What follows belongs to an exercise in optimizing a design on an open flow for small area and a short achievable clock period; a production flow would make more cautious choices.
In this exercise RTL edits were held to simulation tests only and were not proved equivalent to the original.
Power figures rest on the tool's default switching activity, not on a simulated workload.

Design FIR_Top, start of the top module:
module FIR_Top(input clk, input [7:0] Xin, H0, H1, H2, output reg [15:0] Yout);
Size in the first run: about 710 cells after synthesis, roughly 49 I/O pins, ~0.0065 mm^2 of cells after synthesis.
Settings: LEC_CHECK=0, CAP_MARGIN=20, CORE_MARGIN=2, CORE_UTILIZATION=60, SETUP_SLACK_MARGIN=3.8, SLEW_MARGIN=20, SYNTH_HIERARCHICAL=1, SYNTH_MINIMUM_KEEP_SIZE=0, TNS_END_PERCENT=0; clock period 9.5 ns.
standard.sh (not shown) runs the stock make flow with config.mk's settings and CLKGATE_MAP_FILE= SYNTH_SCRIPT=/design/flow/synth_recipe.tcl, a recipe that flattens the netlist after the stock synthesis.
==> flow/flow/run.sh <==
#!/bin/bash
# Own flow: the standard layout (standard.sh, unchanged synthesis and steps),
# with the port buffers that global placement inserts made as the smallest
# plain buffer instead of the default; repair then upsizes them where timing needs it.
set -euo pipefail
export BUFFER_PORTS_ARGS="-buffer_cell sky130_fd_sc_hd__buf_1"
bash standard.sh > standard_make.log 2>&1
Then changed:
- CORE_UTILIZATION: 60 -> 75
- SETUP_SLACK_MARGIN: 3.8 -> 4.2
Result: Synthesized area stays the same; routed wire length climbs by a little under a tenth; fmax went up by a few percent; non-clock buffer count came out higher by 2; first-iteration DRC count goes up by about a fifth; power is higher by a little under a tenth; worst hold slack improved by 0.010 ns; global-route usage went up by 5.5 points; die area falls by about a fifth.
Then changed:
==> flow/run.sh (new file) <==
#!/bin/bash
# synth_recipe.tcl (not shown) runs the flow's synth.tcl, then flattens the netlist and writes it again
# the make line also repeats each setting of config.mk as NAME=value (left out here)
make -C /OpenROAD-flow-scripts/flow DESIGN_CONFIG=/design/flow/config.mk WORK_HOME=/design/flow/orfs CLKGATE_MAP_FILE= SYNTH_SCRIPT=/design/flow/synth_recipe.tcl finish
- CORE_UTILIZATION: 75 -> 40
- SETUP_SLACK_MARGIN: 4.2 -> 5
removed: flow/flow/run.sh
removed: flow/standard.sh
Routed wire length goes up by about 8%; cell area goes up by about 16%; via count goes up by 0.86%; utilization goes down by 33 points; global-route usage goes down by 13 points; total power goes up by 15%; sequential share of layout area goes down by 1.9 points; hold slack is about the same; synthesized area does not change; setup slack improves by 0.23 ns; non-clock buffer count goes up by 26.
Then changed:
==> flow/flow/run.sh (new file) <==
#!/bin/bash
# Own flow: the standard layout (standard.sh, unchanged synthesis and steps),
# with the port buffers that global placement inserts made as the smallest
# plain buffer instead of the default; repair then upsizes them where timing needs it.
set -euo pipefail
export BUFFER_PORTS_ARGS="-buffer_cell sky130_fd_sc_hd__buf_1"
bash standard.sh > standard_make.log 2>&1
==> flow/standard.sh (new file) <==
#!/bin/bash
# synth_recipe.tcl (not shown) runs the flow's synth.tcl, then flattens the netlist and writes it again
# the make line also repeats each setting of config.mk as NAME=value (left out here)
make -C /OpenROAD-flow-scripts/flow DESIGN_CONFIG=/design/flow/config.mk WORK_HOME=/design/flow/orfs CLKGATE_MAP_FILE= SYNTH_SCRIPT=/design/flow/synth_recipe.tcl "${@:-finish}"
- CORE_UTILIZATION: 40 -> 60
- SETUP_SLACK_MARGIN: 5 -> 4.8
removed: flow/run.sh
Worst setup slack loses 0.059 ns.
Hold slack is about the same.
Via count grows by 3.3%.
Clock-buffer cell count shrinks by 1.
Power grows by 7.1%.

---

FIR_Top, a different RTL version from the one above (not shown whole).
For scale: about 660 cells after synthesis, roughly 48 flip-flops, roughly 49 I/O pins.
export LEC_CHECK = 0
export CAP_MARGIN = 20
export CORE_MARGIN = 2
export CORE_UTILIZATION = 60
export PLACE_DENSITY = 0.8
export SETUP_SLACK_MARGIN = 4.2
export SLEW_MARGIN = 20
export SYNTH_HIERARCHICAL = 1
export SYNTH_MINIMUM_KEEP_SIZE = 0
export TNS_END_PERCENT = 0
create_clock -name core_clock -period 9.5 [get_ports {clk}]
==> flow/flow/run.sh <==
#!/bin/bash
# Own flow: the standard layout (standard.sh: unchanged synthesis and steps) with
#  - the port buffers that global placement inserts made as the smallest plain buffer
#    (repair upsizes them where timing needs it), and
#  - timing repair limited to resizing and pin swaps (no buffer insertion or cloning).
set -euo pipefail
export BUFFER_PORTS_ARGS="-buffer_cell sky130_fd_sc_hd__buf_1"
export SETUP_MOVE_SEQUENCE="unbuffer,sizeup,swap"
bash standard.sh > standard_make.log 2>&1
The starting point produced a clean layout.
Then changed:
==> flow/flow/run.sh (replaced) <==
#!/bin/bash
# Own flow: the standard layout (standard.sh, unchanged synthesis and steps),
# with the port buffers that global placement inserts made as the smallest
# plain buffer instead of the default; repair then upsizes them where timing needs it.
set -euo pipefail
export BUFFER_PORTS_ARGS="-buffer_cell sky130_fd_sc_hd__buf_1"
bash standard.sh > standard_make.log 2>&1
- SETUP_SLACK_MARGIN: 4.2 -> 4.35
The new run completed without violations.
Non-clock buffer count climbs by 2.
Area after synthesis stays the same.
Power grows by 5.0%.
Setup slack gets better by 0.068 ns.
Register-to-register slack gains 0.05 ns.
First-iteration DRC count grows by 0.36%.
Global-route usage stays flat.

---

FIR_Top again, from the RTL that the note above started with.
clock: 9.5 ns
lec_check: 0
cap_margin: 20
core_margin: 2
core_utilization: 60
setup_slack_margin: 4.2
slew_margin: 20
synth_hierarchical: 1
synth_minimum_keep_size: 0
tns_end_percent: 0
==> flow/flow/run.sh <==
#!/bin/bash
# Own flow: the standard layout (standard.sh, unchanged synthesis and steps),
# with the port buffers that global placement inserts made as the smallest
# plain buffer instead of the default; repair then upsizes them where timing needs it.
set -euo pipefail
export BUFFER_PORTS_ARGS="-buffer_cell sky130_fd_sc_hd__buf_1"
bash standard.sh > standard_make.log 2>&1
==> next run, changes <==
PLACE_DENSITY = 0.7   (was unset)
What happened: Via count decreases by 0.95%; clock power is lower by about 9%; setup slack gets worse by 0.098 ns; global-route usage climbs by 0.40 points; power came out lower by 3.6%; combinational power came out lower by about 4%.

---

== run A ==
FIR_Top with an RTL version that a note above also has.
Size: about 710 cells after synthesis, ~49 I/O pins.
==> flow/config.mk <==
export PLATFORM = sky130hd
export DESIGN_NAME = FIR_Top
export DESIGN_NICKNAME = FIR_Top
export VERILOG_FILES = /design/flow/design.v
export SDC_FILE = /design/flow/constraint.sdc
export NUM_CORES = 4
export LEC_CHECK = 0
export CAP_MARGIN = 20
export CORE_MARGIN = 2
export CORE_UTILIZATION = 60
export SETUP_SLACK_MARGIN = 4.5
export SLEW_MARGIN = 20
export SYNTH_HIERARCHICAL = 1
export SYNTH_MINIMUM_KEEP_SIZE = 0
export TNS_END_PERCENT = 0
==> flow/constraint.sdc <==
create_clock -name core_clock -period 9.5 [get_ports {clk}]
set_input_delay 1.9000 -clock core_clock [delete_from_list [all_inputs] [get_ports {clk}]]
set_output_delay 1.9000 -clock core_clock [all_outputs]
set_load 0.01 [all_outputs]
Scripts as last shown in full above: flow/flow/run.sh
The following lists how run B was set up differently from run A:
Settings: CORE_UTILIZATION now 40, was 60; SETUP_SLACK_MARGIN now 3.5, was 4.5; TNS_END_PERCENT no longer set, was 0.
==> flow/run.sh (new file) <==
#!/bin/bash
# synth_recipe.tcl (not shown) runs the flow's synth.tcl, then flattens the netlist and writes it again
# the make line also repeats each setting of config.mk as NAME=value (left out here)
make -C /OpenROAD-flow-scripts/flow DESIGN_CONFIG=/design/flow/config.mk WORK_HOME=/design/flow/orfs CLKGATE_MAP_FILE= SYNTH_SCRIPT=/design/flow/synth_recipe.tcl finish
removed: flow/flow/run.sh
removed: flow/standard.sh
==> results.txt <==
- NOTE: power after layout in run B falls short of that of run A
- Max routed via count across run A and run B: run A
- Run B vs run A — detailed-routed wire length on met2 dropped by more than 10%
- The startpoint of the most critical setup path comes out Xin[2] in one run and H0[5] in the other, namely in run A and run B respectively.
- met3 routing resource usage after global routing was lower in the run labelled run B.
- From run A to run B the numbers moved as follows: proportion of layout cells with a drive suffix above 1 went down by 12 points; post-layout worst setup margin went down 0.66 ns; utilization decreased by 26 points relative to the old numbers; sum of buffers and inverters on the critical path lower.
- | total wire length | run B vs run A | better |
- Run A -> run B: average cell area after synthesis delta 0, exact match
- Run B — time the worst path needs with I/O delays and setup 0.66 ns higher, run A as reference
Inputs modified between run B and run C:
Settings: putting TNS_END_PERCENT at 0 where nothing was set; swapping 3.5 for 4.0 in SETUP_SLACK_MARGIN; swapping 40 for 60 in CORE_UTILIZATION.
==> flow/flow/run.sh (new file) <==
#!/bin/bash
# Own flow: the standard layout (standard.sh, unchanged synthesis and steps),
# with the port buffers that global placement inserts made as the smallest
# plain buffer instead of the default; repair then upsizes them where timing needs it.
set -euo pipefail
export BUFFER_PORTS_ARGS="-buffer_cell sky130_fd_sc_hd__buf_1"
bash standard.sh > standard_make.log 2>&1
==> flow/standard.sh (new file) <==
#!/bin/bash
# synth_recipe.tcl (not shown) runs the flow's synth.tcl, then flattens the netlist and writes it again
# the make line also repeats each setting of config.mk as NAME=value (left out here)
make -C /OpenROAD-flow-scripts/flow DESIGN_CONFIG=/design/flow/config.mk WORK_HOME=/design/flow/orfs CLKGATE_MAP_FILE= SYNTH_SCRIPT=/design/flow/synth_recipe.tcl "${@:-finish}"
removed: flow/run.sh
==> comparison <==
Lower clock transition at the register clock pins on the worst setup and hold paths after CTS was reported by run B, not run C.
Looking at number of ordinary and repair buffers in the finished layout, run C sits 2 above run B.
[run C] wire length of the first global-routing pass rose about 0.66% relative to run B
Run B ended up with sky130_fd_sc_hd__clkdlybuf4s50_1 as its worst-path cell with the longest stage delay; run C ended up with sky130_fd_sc_hd__fa_1.
Relative to run B, final setup slack of the worst path has increased by 0.40 ns in run C.
Lower count of filler cells inserted in the layout was reported by run C, not run B.
Diff run B -> run C: count of clock-buffer cells in the layout went down by 1, clock latency at the later pin of the worst-skew pair up 0.03 ns, sequential share of layout area shows an increase of 0.77 points, switching power as a share of total power rose by 2.3 points.
The more densely filled core belongs to run C, not run B.
For run D, these inputs were changed with respect to run C:
Settings: SETUP_SLACK_MARGIN: 4.0 -> 5; TNS_END_PERCENT: 0 -> unset; CORE_UTILIZATION: 60 -> 40.
==> flow/run.sh (new file) <==
#!/bin/bash
# synth_recipe.tcl (not shown) runs the flow's synth.tcl, then flattens the netlist and writes it again
# the make line also repeats each setting of config.mk as NAME=value (left out here)
make -C /OpenROAD-flow-scripts/flow DESIGN_CONFIG=/design/flow/config.mk WORK_HOME=/design/flow/orfs CLKGATE_MAP_FILE= SYNTH_SCRIPT=/design/flow/synth_recipe.tcl finish
removed: flow/flow/run.sh
removed: flow/standard.sh
--- outcome ---
Fraction of registers with async set/reset: run C vs run D — no meaningful difference
Side by side, post-synthesis to final-layout area growth turned out higher in run D than in run C.
[compare] base=run C new=run D: count of placed standard cells including taps increased by 9.4% relative to the old numbers; relative contribution of combinational cells to total power now larger.

[what the ideal ports hide]
In the flow no input, the clock included, has a driving cell. The finished layouts below were timed again as built, in two steps.
Step 1: set_driving_cell puts a clkbuf_16 on clk and a buf_2 on each other input, an assumption about the parent block.
Step 2 also shifts input and output timing later by t, the mid clock arrival at the registers, as if the neighbouring blocks saw the same clock.
a / b / c = ideal / step 1 / step 2; a / b = the first two.
run | t (ns) | setup WS [ns] | latest minus earliest clock arrival (ns) | slew at the worst register clock pin (ns) | worst data-port slew with drivers (ns)
the first run of note 1 | 0.348 | 4.107 / 4.120 / 3.772 | 0.008 / 0.008 | 0.10 / 0.10 | 0.03
the second run of note 1 | 0.340 | 4.300 / 4.307 / 3.967 | 0.010 / 0.011 | 0.10 / 0.10 | 0.05
the third run of note 1 | 0.330 | 4.530 / 4.465 / 4.135 | 0.006 / 0.006 | 0.07 / 0.07 | 0.18
the fourth run of note 1 | 0.353 | 4.471 / 4.458 / 4.105 | 0.015 / 0.014 | 0.11 / 0.11 | 0.09
the first run of note 2 | 0.331 | 4.345 / 4.355 / 4.024 | 0.010 / 0.010 | 0.09 / 0.09 | 0.04
the second run of note 2 | 0.334 | 4.413 / 4.423 / 4.089 | 0.010 / 0.010 | 0.10 / 0.10 | 0.04
the first run of note 3 | 0.330 | 4.352 / 4.356 / 4.026 | 0.011 / 0.010 | 0.10 / 0.10 | 0.04
the second run of note 3 | 0.344 | 4.254 / 4.265 / 3.921 | 0.013 / 0.012 | 0.10 / 0.10 | 0.05
run A | 0.348 | 4.457 / 4.461 / 4.113 | 0.012 / 0.012 | 0.11 / 0.11 | 0.04
run B | 0.326 | 3.795 / 3.810 / 3.484 | 0.006 / 0.006 | 0.07 / 0.07 | 0.04
run C | 0.349 | 4.192 / 4.201 / 3.852 | 0.009 / 0.010 | 0.10 / 0.10 | 0.03
run D | 0.327 | 4.544 / 4.492 / 4.165 | 0.010 / 0.010 | 0.07 / 0.07 | 0.17
After both steps setup and hold are still met in every run listed. The setup slack of the third run of note 1, which loses most, moves by -0.065 ns with the drivers and by -0.395 ns with both steps.
